This is an optimization exercise on Yosys and OpenROAD, whose aim is small area and a short achievable clock period, not a production implementation. No run shown here included a check of the RTL's function; only the layout flow was run.

$ cat flow/design.v
`timescale 1ns / 1ps
module Pipeline_1(
input clk,rst,
input [7:0]a,b,c,d,
output [7:0]out
    );
  wire s1 = a[0] ^ b[0];
  wire c2 = a[0] & b[0];
  wire s3 = a[1] ^ b[1] ^ c2;
  wire c4 = (a[1] & b[1]) | (c2 & (a[1] ^ b[1]));
  wire s5 = a[2] ^ b[2] ^ c4;
  wire c6 = (a[2] & b[2]) | (c4 & (a[2] ^ b[2]));
  wire s7 = a[3] ^ b[3] ^ c6;
  wire c8 = (a[3] & b[3]) | (c6 & (a[3] ^ b[3]));
  wire s9 = a[4] ^ b[4] ^ c8;
  wire c10 = (a[4] & b[4]) | (c8 & (a[4] ^ b[4]));
  wire s11 = a[5] ^ b[5] ^ c10;
  wire c12 = (a[5] & b[5]) | (c10 & (a[5] ^ b[5]));
  wire s13 = a[6] ^ b[6] ^ c12;
  wire c14 = (a[6] & b[6]) | (c12 & (a[6] ^ b[6]));
  wire s15 = a[7] ^ b[7] ^ c14;
  wire s16 = c[0] ^ d[0];
  wire c17 = c[0] | ~d[0];
  wire nd18 = ~d[1];
  wire s19 = c[1] ^ nd18 ^ c17;
  wire c20 = (c[1] & nd18) | (c17 & (c[1] ^ nd18));
  wire nd21 = ~d[2];
  wire s22 = c[2] ^ nd21 ^ c20;
  wire c23 = (c[2] & nd21) | (c20 & (c[2] ^ nd21));
  wire nd24 = ~d[3];
  wire s25 = c[3] ^ nd24 ^ c23;
  wire c26 = (c[3] & nd24) | (c23 & (c[3] ^ nd24));
  wire nd27 = ~d[4];
  wire s28 = c[4] ^ nd27 ^ c26;
  wire c29 = (c[4] & nd27) | (c26 & (c[4] ^ nd27));
  wire nd30 = ~d[5];
  wire s31 = c[5] ^ nd30 ^ c29;
  wire c32 = (c[5] & nd30) | (c29 & (c[5] ^ nd30));
  wire nd33 = ~d[6];
  wire s34 = c[6] ^ nd33 ^ c32;
  wire c35 = (c[6] & nd33) | (c32 & (c[6] ^ nd33));
  wire s36 = ~(c[7] ^ d[7] ^ c35);
  reg [7:0] R1_s, R1_t, R1_d;
  reg R1_v;
  always @(posedge clk) begin
    R1_s <= {s15, s13, s11, s9, s7, s5, s3, s1};
    R1_t <= {s36, s34, s31, s28, s25, s22, s19, s16};
    R1_d <= d;
    R1_v <= ~rst & (|d);
  end
  wire pp37 = R1_s[0] & R1_t[0];
  wire pp38 = R1_s[1] & R1_t[0];
  wire pp39 = R1_s[2] & R1_t[0];
  wire pp40 = R1_s[3] & R1_t[0];
  wire pp41 = R1_s[4] & R1_t[0];
  wire pp42 = R1_s[5] & R1_t[0];
  wire pp43 = R1_s[6] & R1_t[0];
  wire pp44 = R1_s[7] & R1_t[0];
  wire pp45 = R1_s[0] & R1_t[1];
  wire pp46 = R1_s[1] & R1_t[1];
  wire pp47 = R1_s[2] & R1_t[1];
  wire pp48 = R1_s[3] & R1_t[1];
  wire pp49 = R1_s[4] & R1_t[1];
  wire pp50 = R1_s[5] & R1_t[1];
  wire pp51 = R1_s[6] & R1_t[1];
  wire pp52 = R1_s[7] & R1_t[1];
  wire pp53 = R1_s[0] & R1_t[2];
  wire pp54 = R1_s[1] & R1_t[2];
  wire pp55 = R1_s[2] & R1_t[2];
  wire pp56 = R1_s[3] & R1_t[2];
  wire pp57 = R1_s[4] & R1_t[2];
  wire pp58 = R1_s[5] & R1_t[2];
  wire pp59 = R1_s[6] & R1_t[2];
  wire pp60 = R1_s[7] & R1_t[2];
  wire pp61 = R1_s[0] & R1_t[3];
  wire pp62 = R1_s[1] & R1_t[3];
  wire pp63 = R1_s[2] & R1_t[3];
  wire pp64 = R1_s[3] & R1_t[3];
  wire pp65 = R1_s[4] & R1_t[3];
  wire pp66 = R1_s[5] & R1_t[3];
  wire pp67 = R1_s[6] & R1_t[3];
  wire pp68 = R1_s[7] & R1_t[3];
  wire pp69 = R1_s[0] & R1_t[4];
  wire pp70 = R1_s[1] & R1_t[4];
  wire pp71 = R1_s[2] & R1_t[4];
  wire pp72 = R1_s[3] & R1_t[4];
  wire pp73 = R1_s[4] & R1_t[4];
  wire pp74 = R1_s[5] & R1_t[4];
  wire pp75 = R1_s[6] & R1_t[4];
  wire pp76 = R1_s[7] & R1_t[4];
  wire pp77 = R1_s[0] & R1_t[5];
  wire pp78 = R1_s[1] & R1_t[5];
  wire pp79 = R1_s[2] & R1_t[5];
  wire pp80 = R1_s[3] & R1_t[5];
  wire pp81 = R1_s[4] & R1_t[5];
  wire pp82 = R1_s[5] & R1_t[5];
  wire pp83 = R1_s[6] & R1_t[5];
  wire pp84 = R1_s[7] & R1_t[5];
  wire pp85 = R1_s[0] & R1_t[6];
  wire pp86 = R1_s[1] & R1_t[6];
  wire pp87 = R1_s[2] & R1_t[6];
  wire pp88 = R1_s[3] & R1_t[6];
  wire pp89 = R1_s[4] & R1_t[6];
  wire pp90 = R1_s[5] & R1_t[6];
  wire pp91 = R1_s[6] & R1_t[6];
  wire pp92 = R1_s[7] & R1_t[6];
  wire pp93 = R1_s[0] & R1_t[7];
  wire pp94 = R1_s[1] & R1_t[7];
  wire pp95 = R1_s[2] & R1_t[7];
  wire pp96 = R1_s[3] & R1_t[7];
  wire pp97 = R1_s[4] & R1_t[7];
  wire pp98 = R1_s[5] & R1_t[7];
  wire pp99 = R1_s[6] & R1_t[7];
  wire pp100 = R1_s[7] & R1_t[7];
  wire s101 = pp45 ^ pp38;
  wire c102 = pp45 & pp38;
  wire s103 = pp46 ^ pp39;
  wire c104 = pp46 & pp39;
  wire s105 = pp47 ^ pp40;
  wire c106 = pp47 & pp40;
  wire s107 = pp48 ^ pp41;
  wire c108 = pp48 & pp41;
  wire s109 = pp49 ^ pp42;
  wire c110 = pp49 & pp42;
  wire s111 = pp50 ^ pp43;
  wire c112 = pp50 & pp43;
  wire s113 = pp51 ^ pp44;
  wire c114 = pp51 & pp44;
  wire s115 = pp53 ^ s103 ^ c102;
  wire c116 = (pp53 & s103) | (c102 & (pp53 ^ s103));
  wire s117 = pp54 ^ s105 ^ c104;
  wire c118 = (pp54 & s105) | (c104 & (pp54 ^ s105));
  wire s119 = pp55 ^ s107 ^ c106;
  wire c120 = (pp55 & s107) | (c106 & (pp55 ^ s107));
  wire s121 = pp56 ^ s109 ^ c108;
  wire c122 = (pp56 & s109) | (c108 & (pp56 ^ s109));
  wire s123 = pp57 ^ s111 ^ c110;
  wire c124 = (pp57 & s111) | (c110 & (pp57 ^ s111));
  wire s125 = pp58 ^ s113 ^ c112;
  wire c126 = (pp58 & s113) | (c112 & (pp58 ^ s113));
  wire s127 = pp59 ^ pp52 ^ c114;
  wire c128 = (pp59 & pp52) | (c114 & (pp59 ^ pp52));
  wire s129 = pp61 ^ s117 ^ c116;
  wire c130 = (pp61 & s117) | (c116 & (pp61 ^ s117));
  wire s131 = pp62 ^ s119 ^ c118;
  wire c132 = (pp62 & s119) | (c118 & (pp62 ^ s119));
  wire s133 = pp63 ^ s121 ^ c120;
  wire c134 = (pp63 & s121) | (c120 & (pp63 ^ s121));
  wire s135 = pp64 ^ s123 ^ c122;
  wire c136 = (pp64 & s123) | (c122 & (pp64 ^ s123));
  wire s137 = pp65 ^ s125 ^ c124;
  wire c138 = (pp65 & s125) | (c124 & (pp65 ^ s125));
  wire s139 = pp66 ^ s127 ^ c126;
  wire c140 = (pp66 & s127) | (c126 & (pp66 ^ s127));
  wire s141 = pp67 ^ pp60 ^ c128;
  wire c142 = (pp67 & pp60) | (c128 & (pp67 ^ pp60));
  wire s143 = pp69 ^ s131 ^ c130;
  wire c144 = (pp69 & s131) | (c130 & (pp69 ^ s131));
  wire s145 = pp70 ^ s133 ^ c132;
  wire c146 = (pp70 & s133) | (c132 & (pp70 ^ s133));
  wire s147 = pp71 ^ s135 ^ c134;
  wire c148 = (pp71 & s135) | (c134 & (pp71 ^ s135));
  wire s149 = pp72 ^ s137 ^ c136;
  wire c150 = (pp72 & s137) | (c136 & (pp72 ^ s137));
  wire s151 = pp73 ^ s139 ^ c138;
  wire c152 = (pp73 & s139) | (c138 & (pp73 ^ s139));
  wire s153 = pp74 ^ s141 ^ c140;
  wire c154 = (pp74 & s141) | (c140 & (pp74 ^ s141));
  wire s155 = pp75 ^ pp68 ^ c142;
  wire c156 = (pp75 & pp68) | (c142 & (pp75 ^ pp68));
  wire s157 = pp77 ^ s145 ^ c144;
  wire c158 = (pp77 & s145) | (c144 & (pp77 ^ s145));
  wire s159 = pp78 ^ s147 ^ c146;
  wire c160 = (pp78 & s147) | (c146 & (pp78 ^ s147));
  wire s161 = pp79 ^ s149 ^ c148;
  wire c162 = (pp79 & s149) | (c148 & (pp79 ^ s149));
  wire s163 = pp80 ^ s151 ^ c150;
  wire c164 = (pp80 & s151) | (c150 & (pp80 ^ s151));
  wire s165 = pp81 ^ s153 ^ c152;
  wire c166 = (pp81 & s153) | (c152 & (pp81 ^ s153));
  wire s167 = pp82 ^ s155 ^ c154;
  wire c168 = (pp82 & s155) | (c154 & (pp82 ^ s155));
  wire s169 = pp83 ^ pp76 ^ c156;
  wire c170 = (pp83 & pp76) | (c156 & (pp83 ^ pp76));
  wire s171 = pp85 ^ s159 ^ c158;
  wire c172 = (pp85 & s159) | (c158 & (pp85 ^ s159));
  wire s173 = pp86 ^ s161 ^ c160;
  wire c174 = (pp86 & s161) | (c160 & (pp86 ^ s161));
  wire s175 = pp87 ^ s163 ^ c162;
  wire c176 = (pp87 & s163) | (c162 & (pp87 ^ s163));
  wire s177 = pp88 ^ s165 ^ c164;
  wire c178 = (pp88 & s165) | (c164 & (pp88 ^ s165));
  wire s179 = pp89 ^ s167 ^ c166;
  wire c180 = (pp89 & s167) | (c166 & (pp89 ^ s167));
  wire s181 = pp90 ^ s169 ^ c168;
  wire c182 = (pp90 & s169) | (c168 & (pp90 ^ s169));
  wire s183 = pp91 ^ pp84 ^ c170;
  wire c184 = (pp91 & pp84) | (c170 & (pp91 ^ pp84));
  wire s185 = pp93 ^ s173 ^ c172;
  wire c186 = (pp93 & s173) | (c172 & (pp93 ^ s173));
  wire s187 = pp94 ^ s175 ^ c174;
  wire c188 = (pp94 & s175) | (c174 & (pp94 ^ s175));
  wire s189 = pp95 ^ s177 ^ c176;
  wire c190 = (pp95 & s177) | (c176 & (pp95 ^ s177));
  wire s191 = pp96 ^ s179 ^ c178;
  wire c192 = (pp96 & s179) | (c178 & (pp96 ^ s179));
  wire s193 = pp97 ^ s181 ^ c180;
  wire c194 = (pp97 & s181) | (c180 & (pp97 ^ s181));
  wire s195 = pp98 ^ s183 ^ c182;
  wire c196 = (pp98 & s183) | (c182 & (pp98 ^ s183));
  wire s197 = pp99 ^ pp92 ^ c184;
  wire c198 = (pp99 & pp92) | (c184 & (pp99 ^ pp92));
  wire s199 = s187 ^ c186;
  wire c200 = s187 & c186;
  wire s201 = s189 ^ c188 ^ c200;
  wire c202 = (s189 & c188) | (c200 & (s189 ^ c188));
  wire s203 = s191 ^ c190 ^ c202;
  wire c204 = (s191 & c190) | (c202 & (s191 ^ c190));
  wire s205 = s193 ^ c192 ^ c204;
  wire c206 = (s193 & c192) | (c204 & (s193 ^ c192));
  wire s207 = s195 ^ c194 ^ c206;
  wire c208 = (s195 & c194) | (c206 & (s195 ^ c194));
  wire s209 = s197 ^ c196 ^ c208;
  wire c210 = (s197 & c196) | (c208 & (s197 ^ c196));
  wire s211 = pp100 ^ c198 ^ c210;
  wire c212 = (pp100 & c198) | (c210 & (pp100 ^ c198));
  wire hz213 = ~(R1_d[1] | R1_d[2] | R1_d[3] | R1_d[4] | R1_d[5] | R1_d[6] | R1_d[7]);
  wire b214 = ~c212 & R1_d[0];
  wire ge215 = ~b214 & hz213;
  wire r216 = c212 ^ (ge215 & R1_d[0]);
  wire hz217 = ~(R1_d[2] | R1_d[3] | R1_d[4] | R1_d[5] | R1_d[6] | R1_d[7]);
  wire b218 = ~s211 & R1_d[0];
  wire b219 = (~r216 & R1_d[1]) | (~(r216 ^ R1_d[1]) & b218);
  wire ge220 = ~b219 & hz217;
  wire r221 = s211 ^ (ge220 & R1_d[0]);
  wire r222 = r216 ^ (ge220 & (R1_d[1] ^ b218));
  wire hz223 = ~(R1_d[3] | R1_d[4] | R1_d[5] | R1_d[6] | R1_d[7]);
  wire b224 = ~s209 & R1_d[0];
  wire b225 = (~r221 & R1_d[1]) | (~(r221 ^ R1_d[1]) & b224);
  wire b226 = (~r222 & R1_d[2]) | (~(r222 ^ R1_d[2]) & b225);
  wire ge227 = ~b226 & hz223;
  wire r228 = s209 ^ (ge227 & R1_d[0]);
  wire r229 = r221 ^ (ge227 & (R1_d[1] ^ b224));
  wire r230 = r222 ^ (ge227 & (R1_d[2] ^ b225));
  wire hz231 = ~(R1_d[4] | R1_d[5] | R1_d[6] | R1_d[7]);
  wire b232 = ~s207 & R1_d[0];
  wire b233 = (~r228 & R1_d[1]) | (~(r228 ^ R1_d[1]) & b232);
  wire b234 = (~r229 & R1_d[2]) | (~(r229 ^ R1_d[2]) & b233);
  wire b235 = (~r230 & R1_d[3]) | (~(r230 ^ R1_d[3]) & b234);
  wire ge236 = ~b235 & hz231;
  wire r237 = s207 ^ (ge236 & R1_d[0]);
  wire r238 = r228 ^ (ge236 & (R1_d[1] ^ b232));
  wire r239 = r229 ^ (ge236 & (R1_d[2] ^ b233));
  wire r240 = r230 ^ (ge236 & (R1_d[3] ^ b234));
  wire hz241 = ~(R1_d[5] | R1_d[6] | R1_d[7]);
  wire b242 = ~s205 & R1_d[0];
  wire b243 = (~r237 & R1_d[1]) | (~(r237 ^ R1_d[1]) & b242);
  wire b244 = (~r238 & R1_d[2]) | (~(r238 ^ R1_d[2]) & b243);
  wire b245 = (~r239 & R1_d[3]) | (~(r239 ^ R1_d[3]) & b244);
  wire b246 = (~r240 & R1_d[4]) | (~(r240 ^ R1_d[4]) & b245);
  wire ge247 = ~b246 & hz241;
  wire r248 = s205 ^ (ge247 & R1_d[0]);
  wire r249 = r237 ^ (ge247 & (R1_d[1] ^ b242));
  wire r250 = r238 ^ (ge247 & (R1_d[2] ^ b243));
  wire r251 = r239 ^ (ge247 & (R1_d[3] ^ b244));
  wire r252 = r240 ^ (ge247 & (R1_d[4] ^ b245));
  wire hz253 = ~(R1_d[6] | R1_d[7]);
  wire b254 = ~s203 & R1_d[0];
  wire b255 = (~r248 & R1_d[1]) | (~(r248 ^ R1_d[1]) & b254);
  wire b256 = (~r249 & R1_d[2]) | (~(r249 ^ R1_d[2]) & b255);
  wire b257 = (~r250 & R1_d[3]) | (~(r250 ^ R1_d[3]) & b256);
  wire b258 = (~r251 & R1_d[4]) | (~(r251 ^ R1_d[4]) & b257);
  wire b259 = (~r252 & R1_d[5]) | (~(r252 ^ R1_d[5]) & b258);
  wire ge260 = ~b259 & hz253;
  wire r261 = s203 ^ (ge260 & R1_d[0]);
  wire r262 = r248 ^ (ge260 & (R1_d[1] ^ b254));
  wire r263 = r249 ^ (ge260 & (R1_d[2] ^ b255));
  wire r264 = r250 ^ (ge260 & (R1_d[3] ^ b256));
  wire r265 = r251 ^ (ge260 & (R1_d[4] ^ b257));
  wire r266 = r252 ^ (ge260 & (R1_d[5] ^ b258));
  reg [9:0] R2_p;
  reg [5:0] R2_r;
  reg [7:0] R2_d;
  reg R2_v;
  always @(posedge clk) begin
    R2_p <= {s201, s199, s185, s171, s157, s143, s129, s115, s101, pp37};
    R2_r <= {r266, r265, r264, r263, r262, r261};
    R2_d <= {R1_d[7], R1_d[6], R1_d[5], R1_d[4], R1_d[3], R1_d[2], R1_d[1], R1_d[0]};
    R2_v <= ~rst & R1_v;
  end
  wire hz267 = ~(R2_d[7]);
  wire b268 = ~R2_p[9] & R2_d[0];
  wire b269 = (~R2_r[0] & R2_d[1]) | (~(R2_r[0] ^ R2_d[1]) & b268);
  wire b270 = (~R2_r[1] & R2_d[2]) | (~(R2_r[1] ^ R2_d[2]) & b269);
  wire b271 = (~R2_r[2] & R2_d[3]) | (~(R2_r[2] ^ R2_d[3]) & b270);
  wire b272 = (~R2_r[3] & R2_d[4]) | (~(R2_r[3] ^ R2_d[4]) & b271);
  wire b273 = (~R2_r[4] & R2_d[5]) | (~(R2_r[4] ^ R2_d[5]) & b272);
  wire b274 = (~R2_r[5] & R2_d[6]) | (~(R2_r[5] ^ R2_d[6]) & b273);
  wire ge275 = ~b274 & hz267;
  wire r276 = R2_p[9] ^ (ge275 & R2_d[0]);
  wire r277 = R2_r[0] ^ (ge275 & (R2_d[1] ^ b268));
  wire r278 = R2_r[1] ^ (ge275 & (R2_d[2] ^ b269));
  wire r279 = R2_r[2] ^ (ge275 & (R2_d[3] ^ b270));
  wire r280 = R2_r[3] ^ (ge275 & (R2_d[4] ^ b271));
  wire r281 = R2_r[4] ^ (ge275 & (R2_d[5] ^ b272));
  wire r282 = R2_r[5] ^ (ge275 & (R2_d[6] ^ b273));
  wire b283 = ~R2_p[8] & R2_d[0];
  wire b284 = (~r276 & R2_d[1]) | (~(r276 ^ R2_d[1]) & b283);
  wire b285 = (~r277 & R2_d[2]) | (~(r277 ^ R2_d[2]) & b284);
  wire b286 = (~r278 & R2_d[3]) | (~(r278 ^ R2_d[3]) & b285);
  wire b287 = (~r279 & R2_d[4]) | (~(r279 ^ R2_d[4]) & b286);
  wire b288 = (~r280 & R2_d[5]) | (~(r280 ^ R2_d[5]) & b287);
  wire b289 = (~r281 & R2_d[6]) | (~(r281 ^ R2_d[6]) & b288);
  wire b290 = (~r282 & R2_d[7]) | (~(r282 ^ R2_d[7]) & b289);
  wire ge291 = ~b290;
  wire r292 = R2_p[8] ^ (ge291 & R2_d[0]);
  wire r293 = r276 ^ (ge291 & (R2_d[1] ^ b283));
  wire r294 = r277 ^ (ge291 & (R2_d[2] ^ b284));
  wire r295 = r278 ^ (ge291 & (R2_d[3] ^ b285));
  wire r296 = r279 ^ (ge291 & (R2_d[4] ^ b286));
  wire r297 = r280 ^ (ge291 & (R2_d[5] ^ b287));
  wire r298 = r281 ^ (ge291 & (R2_d[6] ^ b288));
  wire r299 = r282 ^ (ge291 & (R2_d[7] ^ b289));
  wire b300 = ~R2_p[7] & R2_d[0];
  wire b301 = (~r292 & R2_d[1]) | (~(r292 ^ R2_d[1]) & b300);
  wire b302 = (~r293 & R2_d[2]) | (~(r293 ^ R2_d[2]) & b301);
  wire b303 = (~r294 & R2_d[3]) | (~(r294 ^ R2_d[3]) & b302);
  wire b304 = (~r295 & R2_d[4]) | (~(r295 ^ R2_d[4]) & b303);
  wire b305 = (~r296 & R2_d[5]) | (~(r296 ^ R2_d[5]) & b304);
  wire b306 = (~r297 & R2_d[6]) | (~(r297 ^ R2_d[6]) & b305);
  wire b307 = (~r298 & R2_d[7]) | (~(r298 ^ R2_d[7]) & b306);
  wire ge308 = r299 | ~b307;
  wire r309 = R2_p[7] ^ (ge308 & R2_d[0]);
  wire r310 = r292 ^ (ge308 & (R2_d[1] ^ b300));
  wire r311 = r293 ^ (ge308 & (R2_d[2] ^ b301));
  wire r312 = r294 ^ (ge308 & (R2_d[3] ^ b302));
  wire r313 = r295 ^ (ge308 & (R2_d[4] ^ b303));
  wire r314 = r296 ^ (ge308 & (R2_d[5] ^ b304));
  wire r315 = r297 ^ (ge308 & (R2_d[6] ^ b305));
  wire r316 = r298 ^ (ge308 & (R2_d[7] ^ b306));
  wire b317 = ~R2_p[6] & R2_d[0];
  wire b318 = (~r309 & R2_d[1]) | (~(r309 ^ R2_d[1]) & b317);
  wire b319 = (~r310 & R2_d[2]) | (~(r310 ^ R2_d[2]) & b318);
  wire b320 = (~r311 & R2_d[3]) | (~(r311 ^ R2_d[3]) & b319);
  wire b321 = (~r312 & R2_d[4]) | (~(r312 ^ R2_d[4]) & b320);
  wire b322 = (~r313 & R2_d[5]) | (~(r313 ^ R2_d[5]) & b321);
  wire b323 = (~r314 & R2_d[6]) | (~(r314 ^ R2_d[6]) & b322);
  wire b324 = (~r315 & R2_d[7]) | (~(r315 ^ R2_d[7]) & b323);
  wire ge325 = r316 | ~b324;
  wire r326 = R2_p[6] ^ (ge325 & R2_d[0]);
  wire r327 = r309 ^ (ge325 & (R2_d[1] ^ b317));
  wire r328 = r310 ^ (ge325 & (R2_d[2] ^ b318));
  wire r329 = r311 ^ (ge325 & (R2_d[3] ^ b319));
  wire r330 = r312 ^ (ge325 & (R2_d[4] ^ b320));
  wire r331 = r313 ^ (ge325 & (R2_d[5] ^ b321));
  wire r332 = r314 ^ (ge325 & (R2_d[6] ^ b322));
  wire r333 = r315 ^ (ge325 & (R2_d[7] ^ b323));
  wire b334 = ~R2_p[5] & R2_d[0];
  wire b335 = (~r326 & R2_d[1]) | (~(r326 ^ R2_d[1]) & b334);
  wire b336 = (~r327 & R2_d[2]) | (~(r327 ^ R2_d[2]) & b335);
  wire b337 = (~r328 & R2_d[3]) | (~(r328 ^ R2_d[3]) & b336);
  wire b338 = (~r329 & R2_d[4]) | (~(r329 ^ R2_d[4]) & b337);
  wire b339 = (~r330 & R2_d[5]) | (~(r330 ^ R2_d[5]) & b338);
  wire b340 = (~r331 & R2_d[6]) | (~(r331 ^ R2_d[6]) & b339);
  wire b341 = (~r332 & R2_d[7]) | (~(r332 ^ R2_d[7]) & b340);
  wire ge342 = r333 | ~b341;
  wire r343 = R2_p[5] ^ (ge342 & R2_d[0]);
  wire r344 = r326 ^ (ge342 & (R2_d[1] ^ b334));
  wire r345 = r327 ^ (ge342 & (R2_d[2] ^ b335));
  wire r346 = r328 ^ (ge342 & (R2_d[3] ^ b336));
  wire r347 = r329 ^ (ge342 & (R2_d[4] ^ b337));
  wire r348 = r330 ^ (ge342 & (R2_d[5] ^ b338));
  wire r349 = r331 ^ (ge342 & (R2_d[6] ^ b339));
  wire r350 = r332 ^ (ge342 & (R2_d[7] ^ b340));
  wire b351 = ~R2_p[4] & R2_d[0];
  wire b352 = (~r343 & R2_d[1]) | (~(r343 ^ R2_d[1]) & b351);
  wire b353 = (~r344 & R2_d[2]) | (~(r344 ^ R2_d[2]) & b352);
  wire b354 = (~r345 & R2_d[3]) | (~(r345 ^ R2_d[3]) & b353);
  wire b355 = (~r346 & R2_d[4]) | (~(r346 ^ R2_d[4]) & b354);
  wire b356 = (~r347 & R2_d[5]) | (~(r347 ^ R2_d[5]) & b355);
  wire b357 = (~r348 & R2_d[6]) | (~(r348 ^ R2_d[6]) & b356);
  wire b358 = (~r349 & R2_d[7]) | (~(r349 ^ R2_d[7]) & b357);
  wire ge359 = r350 | ~b358;
  wire r360 = R2_p[4] ^ (ge359 & R2_d[0]);
  wire r361 = r343 ^ (ge359 & (R2_d[1] ^ b351));
  wire r362 = r344 ^ (ge359 & (R2_d[2] ^ b352));
  wire r363 = r345 ^ (ge359 & (R2_d[3] ^ b353));
  wire r364 = r346 ^ (ge359 & (R2_d[4] ^ b354));
  wire r365 = r347 ^ (ge359 & (R2_d[5] ^ b355));
  wire r366 = r348 ^ (ge359 & (R2_d[6] ^ b356));
  wire r367 = r349 ^ (ge359 & (R2_d[7] ^ b357));
  wire b368 = ~R2_p[3] & R2_d[0];
  wire b369 = (~r360 & R2_d[1]) | (~(r360 ^ R2_d[1]) & b368);
  wire b370 = (~r361 & R2_d[2]) | (~(r361 ^ R2_d[2]) & b369);
  wire b371 = (~r362 & R2_d[3]) | (~(r362 ^ R2_d[3]) & b370);
  wire b372 = (~r363 & R2_d[4]) | (~(r363 ^ R2_d[4]) & b371);
  wire b373 = (~r364 & R2_d[5]) | (~(r364 ^ R2_d[5]) & b372);
  wire b374 = (~r365 & R2_d[6]) | (~(r365 ^ R2_d[6]) & b373);
  wire b375 = (~r366 & R2_d[7]) | (~(r366 ^ R2_d[7]) & b374);
  wire ge376 = r367 | ~b375;
  wire r377 = R2_p[3] ^ (ge376 & R2_d[0]);
  wire r378 = r360 ^ (ge376 & (R2_d[1] ^ b368));
  wire r379 = r361 ^ (ge376 & (R2_d[2] ^ b369));
  wire r380 = r362 ^ (ge376 & (R2_d[3] ^ b370));
  wire r381 = r363 ^ (ge376 & (R2_d[4] ^ b371));
  wire r382 = r364 ^ (ge376 & (R2_d[5] ^ b372));
  wire r383 = r365 ^ (ge376 & (R2_d[6] ^ b373));
  wire r384 = r366 ^ (ge376 & (R2_d[7] ^ b374));
  reg [2:0] R3_p;
  reg [7:0] R3_r;
  reg [4:0] R3_q;
  reg [7:0] R3_d;
  reg R3_v;
  always @(posedge clk) begin
    R3_p <= {R2_p[2], R2_p[1], R2_p[0]};
    R3_r <= {r384, r383, r382, r381, r380, r379, r378, r377};
    R3_q <= {ge308, ge325, ge342, ge359, ge376};
    R3_d <= {R2_d[7], R2_d[6], R2_d[5], R2_d[4], R2_d[3], R2_d[2], R2_d[1], R2_d[0]};
    R3_v <= ~rst & R2_v;
  end
  wire b385 = ~R3_p[2] & R3_d[0];
  wire b386 = (~R3_r[0] & R3_d[1]) | (~(R3_r[0] ^ R3_d[1]) & b385);
  wire b387 = (~R3_r[1] & R3_d[2]) | (~(R3_r[1] ^ R3_d[2]) & b386);
  wire b388 = (~R3_r[2] & R3_d[3]) | (~(R3_r[2] ^ R3_d[3]) & b387);
  wire b389 = (~R3_r[3] & R3_d[4]) | (~(R3_r[3] ^ R3_d[4]) & b388);
  wire b390 = (~R3_r[4] & R3_d[5]) | (~(R3_r[4] ^ R3_d[5]) & b389);
  wire b391 = (~R3_r[5] & R3_d[6]) | (~(R3_r[5] ^ R3_d[6]) & b390);
  wire b392 = (~R3_r[6] & R3_d[7]) | (~(R3_r[6] ^ R3_d[7]) & b391);
  wire ge393 = R3_r[7] | ~b392;
  wire r394 = R3_p[2] ^ (ge393 & R3_d[0]);
  wire r395 = R3_r[0] ^ (ge393 & (R3_d[1] ^ b385));
  wire r396 = R3_r[1] ^ (ge393 & (R3_d[2] ^ b386));
  wire r397 = R3_r[2] ^ (ge393 & (R3_d[3] ^ b387));
  wire r398 = R3_r[3] ^ (ge393 & (R3_d[4] ^ b388));
  wire r399 = R3_r[4] ^ (ge393 & (R3_d[5] ^ b389));
  wire r400 = R3_r[5] ^ (ge393 & (R3_d[6] ^ b390));
  wire r401 = R3_r[6] ^ (ge393 & (R3_d[7] ^ b391));
  wire b402 = ~R3_p[1] & R3_d[0];
  wire b403 = (~r394 & R3_d[1]) | (~(r394 ^ R3_d[1]) & b402);
  wire b404 = (~r395 & R3_d[2]) | (~(r395 ^ R3_d[2]) & b403);
  wire b405 = (~r396 & R3_d[3]) | (~(r396 ^ R3_d[3]) & b404);
  wire b406 = (~r397 & R3_d[4]) | (~(r397 ^ R3_d[4]) & b405);
  wire b407 = (~r398 & R3_d[5]) | (~(r398 ^ R3_d[5]) & b406);
  wire b408 = (~r399 & R3_d[6]) | (~(r399 ^ R3_d[6]) & b407);
  wire b409 = (~r400 & R3_d[7]) | (~(r400 ^ R3_d[7]) & b408);
  wire ge410 = r401 | ~b409;
  wire r411 = R3_p[1] ^ (ge410 & R3_d[0]);
  wire r412 = r394 ^ (ge410 & (R3_d[1] ^ b402));
  wire r413 = r395 ^ (ge410 & (R3_d[2] ^ b403));
  wire r414 = r396 ^ (ge410 & (R3_d[3] ^ b404));
  wire r415 = r397 ^ (ge410 & (R3_d[4] ^ b405));
  wire r416 = r398 ^ (ge410 & (R3_d[5] ^ b406));
  wire r417 = r399 ^ (ge410 & (R3_d[6] ^ b407));
  wire r418 = r400 ^ (ge410 & (R3_d[7] ^ b408));
  wire b419 = ~R3_p[0] & R3_d[0];
  wire b420 = (~r411 & R3_d[1]) | (~(r411 ^ R3_d[1]) & b419);
  wire b421 = (~r412 & R3_d[2]) | (~(r412 ^ R3_d[2]) & b420);
  wire b422 = (~r413 & R3_d[3]) | (~(r413 ^ R3_d[3]) & b421);
  wire b423 = (~r414 & R3_d[4]) | (~(r414 ^ R3_d[4]) & b422);
  wire b424 = (~r415 & R3_d[5]) | (~(r415 ^ R3_d[5]) & b423);
  wire b425 = (~r416 & R3_d[6]) | (~(r416 ^ R3_d[6]) & b424);
  wire b426 = (~r417 & R3_d[7]) | (~(r417 ^ R3_d[7]) & b425);
  wire ge427 = r418 | ~b426;
  wire r428 = R3_p[0] ^ (ge427 & R3_d[0]);
  wire r429 = r411 ^ (ge427 & (R3_d[1] ^ b419));
  wire r430 = r412 ^ (ge427 & (R3_d[2] ^ b420));
  wire r431 = r413 ^ (ge427 & (R3_d[3] ^ b421));
  wire r432 = r414 ^ (ge427 & (R3_d[4] ^ b422));
  wire r433 = r415 ^ (ge427 & (R3_d[5] ^ b423));
  wire r434 = r416 ^ (ge427 & (R3_d[6] ^ b424));
  wire r435 = r417 ^ (ge427 & (R3_d[7] ^ b425));
  assign out = {R3_q[4], R3_q[3], R3_q[2], R3_q[1], R3_q[0], ge393, ge410, ge427} & {8{R3_v}};
endmodule
$ cat flow/run.sh
#!/bin/bash
# synth_recipe.tcl (not shown) runs the flow's synth.tcl, then flattens the netlist and writes it again
# the make line also repeats each setting of config.mk as NAME=value (left out here)
make -C /OpenROAD-flow-scripts/flow DESIGN_CONFIG=/design/flow/config.mk WORK_HOME=/design/flow/orfs CLKGATE_MAP_FILE= SYNTH_SCRIPT=/design/flow/synth_recipe.tcl finish
$ cat flow/config.mk
export PLATFORM = sky130hd
export DESIGN_NAME = Pipeline_1
export DESIGN_NICKNAME = Pipeline_1
export VERILOG_FILES = /design/flow/design.v
export SDC_FILE = /design/flow/constraint.sdc
export NUM_CORES = 4
export LEC_CHECK = 0
export ABC_AREA = 1
export CAP_MARGIN = 20
export CORE_MARGIN = 2
export CORE_UTILIZATION = 40
export SLEW_MARGIN = 20
$ cat flow/constraint.sdc
create_clock -name core_clock -period 36.0 [get_ports {clk}]
set_input_delay 7.2000 -clock core_clock [delete_from_list [all_inputs] [get_ports {clk}]]
set_output_delay 7.2000 -clock core_clock [all_outputs]
set_load 0.01 [all_outputs]
==> summary.txt, run 1 <==
Synth async-reset ratio: 0%
CP required: 28.80 ns
Die extent in y: 145.0 um
Setup ws final: 21.83 ns
Largest net degree at the start of global routing: 22
Number of buffers created by CTS: 9
Post-Route WL: 14000 um
Synth unique cells: 32
Final net count: 1251
Number of port buffers: 41
Met1 usage: 16.70%
RSZ-0062 raised after global routing: false
Pre-CTS setup slack: 22.25 ns
Grt total ovfl: 0
Most common cell on crit path: a21oi_1
Setup TNS: 0 ns
Die W: 145.0 um
DRT antenna net count: 0
Num rows: 51
CP Launch Point: R3_r[0]$_DFF_P_
Core area: 19460 um2
Effective utilization at floorplan: 40.87%
Syn_nets: 1225
Slowest cell on crit path: clkdlybuf4s50_1
Area Growth Syn to Fin: 11.43%
Multi-input gate area: 5445 um2
Cell accounting for the most synthesized area: dfxtp_1
Slowest cell delay on critical path: 0.56 ns
Synth area leaders: dfxtp_1 19%, fa_1 15%, ha_1 14%
Hold depth: 0
Synth Cell Area: 7955 um2
Critical path type: flop to primary output
H-tree depth: 3
Share of cells above drive strength 1: 7.922%
Setup Viol. Count Final: 0
Minimum clock period: 14.17 ns
Top Ports: 42
CTS Hold Buffers Added: 0
Fmax: 70.56 MHz
Gr usage total: 13.86%
CP Max Fanout: 7
CTS tree: yes
R2r worst-path depth: 66
Post-synth EDFFs: 0
Via count: 5972
Skew-Pair Late Insertion Delay: 0.34 ns
# diodes: 0
Slew margin rel.: 51.43%
Antenna violations before repair: 0
DRC: 0
Syn_area_per_cell: 7.634 um2
Synth top area share: 18.87%
Maxcap violations: 0
Crit path DAT: 6.97 ns
First-pass iteration count of the detailed router: 4
Worst-Margin Slew: 0.7275 ns
FF-to-FF Start: R1_t[1]$_DFF_P_
Post-synthesis sequential area ratio: 18.87%
GP Congestion: 0.7937
DIE AREA: 21030 um2
Vias per cell: 4.463
Min-delay src: R2_p[0]$_DFF_P_
Critical Path Start Type: flop
Post-Syn Instances: 1042
Clock buffer depth: 2
Setup Fix Bufs, Post-CTS: 0
Global routing met2 resource utilization: 25.26%
Grt peak-use layer: met2
Worst min-delay path class: flop to flop
Fin. max-slew vios: 0
Clock sink total: 75
CP endpoint kind: primary output
Clk_skew: 0.004375 ns
Outcome: no timing/DRC/antenna violations
Final hold vios: 0
Wire length of the first global-routing pass: 24690 um
Synth Flop Type: dfxtp_1
Register area: 1501 um2
GR Util met3: 2.358%
HPWL after DPL: 11910 um
Number of global-route vias before repair: 5674
Clock slew at reported path FFs: 0.05 ns
Fill count: 1963
Root Driver: clkbuf_16
WL/cell: 10.46 um
Ys Warns: 1
Post-synthesis register bit count: 75
Detailed Route Iter0 Violations: 130
Post-route clock period utilization: 39.37%
Cts repair resizes: 0
-- cell type report --
type / count / area share (%)
Inverter: 230 / 9.739
Sequential cell: 75 / 16.94
Clock inverter: 5 / 0.6775
Clock buffer: 11 / 2.851
Multi-Input combinational cell: 711 / 61.43
Timing Repair Buffer: 41 / 4.630
Tap cell: 265 / 3.740
-- registers in the layout (all words and copies together) (netlist names), 3 cells and up --
| register | count |
|---|---|
| R1_d | 8 |
| R1_s | 8 |
| R1_t | 8 |
| R2_d | 8 |
| R2_p | 10 |
| R2_r | 6 |
| R3_d | 8 |
| R3_p | 3 |
| R3_q | 5 |
| R3_r | 8 |
-- cell usage in the layout (no fill, tap or decap), drive strengths merged, types with 38 or more instances in the layout --
master,n
xor2,78
ha,89
inv,228
clkdlybuf4s50,41
nand3,67
a21oi,38
dfxtp,75
fa,60
xnor2,39
nand2,265
-- worst paths after layout --
| kind | end | slack (ns) |
|---|---|---|
| worst max-delay path | out[0] | 21.83 |
| worst min-delay path | R3_p[0]$_DFF_P_ | 0.32 |
| worst max register to register | R2_r[4]$_DFF_P_ | 22.64 |
| worst min register to register | R3_p[0]$_DFF_P_ | 0.32 |
-- worst max-delay path, delay by kind of cell (launching register included) --
kind | cells | cell delay [ns]
simple gates | 4 | 0.43
xor+xnor | 2 | 0.33
flops | 1 | 0.34
compound gates | 21 | 3.06
buf+inv | 15 | 1.59
fa+ha+maj | 3 | 0.84
-- per-layer routing --
metal	share of wire [%]	vias up	wire length [um]
met2	50	55	6986
met3	2.1	16	290
met5	0	-	0
met1	47	2720	6528
met4	1.4	0	190
li1	-	3181	-
-- metrics by stage --
step / cells / hold slack [ns] / utilization (%) / cell area, um2
final: 1338 / 0.3246 / 45.55 / 8865
after global routing: 1338 / 0.3375 / 45.55 / 8865
after CTS: 1338 / 0.3251 / 45.55 / 8865
after detailed placement: 1322 / 0.3121 / 43.94 / 8552
after global placement: 1322 / 0.3175 / 43.94 / 8552
after floorplan: 1042 / 0.3096 / - / 7955
-- cell families after synthesis --
logic type | after synthesis | synth area share (%)
AO/OA/AOI/OAI | 69 | 4.954
adder cells (fa/ha/maj) | 149 | 29.10
flip-flops | 75 | 18.87
buffers and inverters | 256 | 12.68
XOR/XNOR | 117 | 12.88
AND/OR/NAND/NOR | 376 | 21.52
-- cells in the mapped netlist, types with 2 or more instances --
| cell type | n |
|---|---|
| clkbuf_8 | 2 |
| xnor2_1 | 39 |
| clkinv_1 | 3 |
| ha_1 | 89 |
| nand3_2 | 3 |
| dfxtp_1 | 75 |
| nor3_1 | 2 |
| nor4_1 | 4 |
| nand2_2 | 56 |
| xor2_1 | 78 |
| a21o_1 | 3 |
| o21bai_1 | 12 |
| clkbuf_1 | 17 |
| o21ai_0 | 13 |
| nand3_1 | 63 |
| inv_1 | 227 |
| fa_1 | 60 |
| buf_4 | 2 |
| nand2_1 | 207 |
| a21oi_1 | 38 |
| a31o_2 | 2 |
| buf_1 | 2 |
| nand2_4 | 2 |
| nand4_1 | 3 |
| nor2_1 | 30 |
| or2_2 | 4 |
==> run 2: changes to the inputs <==
--- a/flow/config.mk
+++ b/flow/config.mk
@@ -9,4 +9,5 @@
 export CAP_MARGIN = 20
 export CORE_MARGIN = 2
-export CORE_UTILIZATION = 40
+export CORE_UTILIZATION = 60
+export CTS_BUF_LIST = sky130_fd_sc_hd__clkbuf_8
 export SLEW_MARGIN = 20
==> run 2 against run 1 <==
Still clean on timing, DRC and antenna. Die area decreased by 33%. Design area shrank 2.7%. Via count shrank 1.4%. Flip-flop and latch count unchanged. Fmax increased by 0.34%.
==> summary.txt, run 2 <==
Fill count: 1213
Detailed Route Iter0 Violations: 167
Clock slew at reported path FFs: 0.08 ns
Clk_skew: 0.01119 ns
Syn_nets: 1225
Largest net degree at the start of global routing: 22
Die extent in y: 119.1 um
Vias per cell: 4.713
Num rows: 42
Syn_area_per_cell: 7.634 um2
Effective utilization at floorplan: 60.80%
Area Growth Syn to Fin: 8.430%
Synth unique cells: 32
Count leader, synth: inv_1
Final net count: 1252
DRC: 0
Post-synthesis register bit count: 75
Clock sink total: 75
Skew-Pair Late Insertion Delay: 0.37 ns
Number of buffers created by CTS: 9
Setup TNS: 0 ns
Post-Route WL: 13250 um
Minimum clock period: 14.12 ns
Register area: 1501 um2
Final hold vios: 0
Synth Cell Area: 7955 um2
Grt total ovfl: 0
Share of cells above drive strength 1: 8.007%
RSZ-0062 raised after global routing: false
Synth area leaders: dfxtp_1 19%, fa_1 15%, ha_1 14%
GP Congestion: 0.7855
Maxcap violations: 0
Layout Utilization: 65.92%
Critical Path Start Type: flop
Ys Warns: 1
Top Ports: 42
Largest register FFs: 10
Most frequent cells in the layout: 227 x inv_1, 207 x nand2_1, 89 x ha_1
Post-DP Area: 8448 um2
Via count: 5891
HPWL after DPL: 11340 um
Cell accounting for the most synthesized area: dfxtp_1
Cts repair resizes: 0
Synth Flop Type: dfxtp_1
H-tree depth: 3
Die W: 119.1 um
Wire length of the first global-routing pass: 24810 um
Post-synthesis sequential area ratio: 18.87%
CP Max Fanout: 4
Synth async-reset ratio: 0%
# diodes: 0
Hold_ws: 0.3302 ns
CP endpoint kind: primary output
CTS tree: yes
Slowest cell delay on critical path: 0.54 ns
First-pass iteration count of the detailed router: 4
Setup ws final: 21.88 ns
Commonest non-fill, non-tap cell in the layout: inv_1
Setup Fix Bufs, Post-CTS: 0
Most common cell on crit path: a21oi_1
Worst-Margin Slew: 0.7179 ns
Antenna violations before repair: 0
Fin. max-slew vios: 0
Slew margin rel.: 52.08%
Slowest cell on crit path: clkdlybuf4s50_1
Core area: 13090 um2
Fmax: 70.80 MHz
CP required: 28.80 ns
Critical path type: flop to primary output
DIE AREA: 14200 um2
Post-route clock period utilization: 39.23%
Post-route cell area: 8626 um2
Pre-CTS setup slack: 22.30 ns
CTS Hold Buffers Added: 0
Inst Count DP: 1234
Root Driver: clkbuf_8
Layout Cells excl Fill: 1250
WL/cell: 10.60 um
Number of global-route vias before repair: 5860
Multi-input gate area: 5445 um2
Post-Syn Instances: 1042
Biggest register: R2_p
Post-synth EDFFs: 0
Outcome: no timing/DRC/antenna violations
Synth top area share: 18.87%
Crit path DAT: 6.92 ns
Number of port buffers: 41
Setup Viol. Count Final: 0
Clock buffer depth: 2
Post-synth top cells: 227 x inv_1, 207 x nand2_1, 89 x ha_1, 78 x xor2_1, 75 x dfxtp_1
Worst min-delay path class: flop to flop
DRT antenna net count: 0
Gr usage total: 21.02%
run 2: logic make-up after synthesis:
kind of cell	after synthesis	synth area share [%]
AOI/OAI and AO/OA	69	4.954
xor gates and xnor gates	117	12.88
adders and majority gates	149	29.10
buffers and inverters	256	12.68
DFF	75	18.87
and+or+nand+nor	376	21.52
run 2: layer usage:
metal,up-vias,share of wire (%),GRT usage (%)
li1,3179,-,-
met1,2655,47,25.28
met2,43,51,38.72
met3,14,1.8,3.544
met4,0,1.1,5.432
met5,-,0,0
run 2: layout make-up:
| class | count | share of cell area (%) |
|---|---|---|
| Clock buffer | 10 | 1.596 |
| Clock inverter | 6 | 0.4642 |
| Inverter | 230 | 10.01 |
| Multi-Input combinational cell | 711 | 63.13 |
| Sequential cell | 75 | 17.41 |
| Tap cell | 176 | 2.553 |
| Timing Repair Buffer | 42 | 4.845 |
run 2: final timing paths:
check / slack (ns) / cells after the start / startpoint / to
max reg2reg: 22.42 / 64 / R1_s[6]$_DFF_P_ / R2_r[4]$_DFF_P_
min reg2reg: 0.33 / 0 / R2_p[2]$_DFF_P_ / R3_p[2]$_DFF_P_
min: 0.33 / 0 / R2_p[2]$_DFF_P_ / R3_p[2]$_DFF_P_
max: 21.88 / 44 / R3_d[1]$_DFF_P_ / out[0]
run 2: worst max-delay path: cells and delay by family (launching register included):
| family | cells | cell delay, ns |
|---|---|---|
| buffers and inverters | 13 | 1.31 |
| DFF | 1 | 0.41 |
| AOI/OAI and AO/OA | 22 | 3.15 |
| xor gates and xnor gates | 2 | 0.34 |
| adders and majority gates | 3 | 0.80 |
| and+or+nand+nor | 4 | 0.50 |

[separate check: timing with driven ports]
The flow's constraints put no driver on any port. The routed layouts listed below were extracted and timed again, unchanged, in two steps.
Step 1, drivers: a clkbuf_16 drives clk and a buf_2 each remaining input, both assumed.
Step 2 moves the port delays by t, midway between the first and last clock arrival at a register: inputs arrive t later, outputs are due t later. That takes back most of the time a late clock gives input paths.
Slacks: ideal ports / drivers / drivers and shift; pairs: ideal ports / drivers.
run	t, ns	slack for setup (ns)	latest minus earliest clock arrival (ns)	worst slew at a driven data input, ns
run 1	0.380	21.828 / 21.787 / 22.167	0.005 / 0.005	0.04
run 2	0.395	21.875 / 21.842 / 22.237	0.011 / 0.012	0.04
After both steps setup and hold are still met in every run listed.
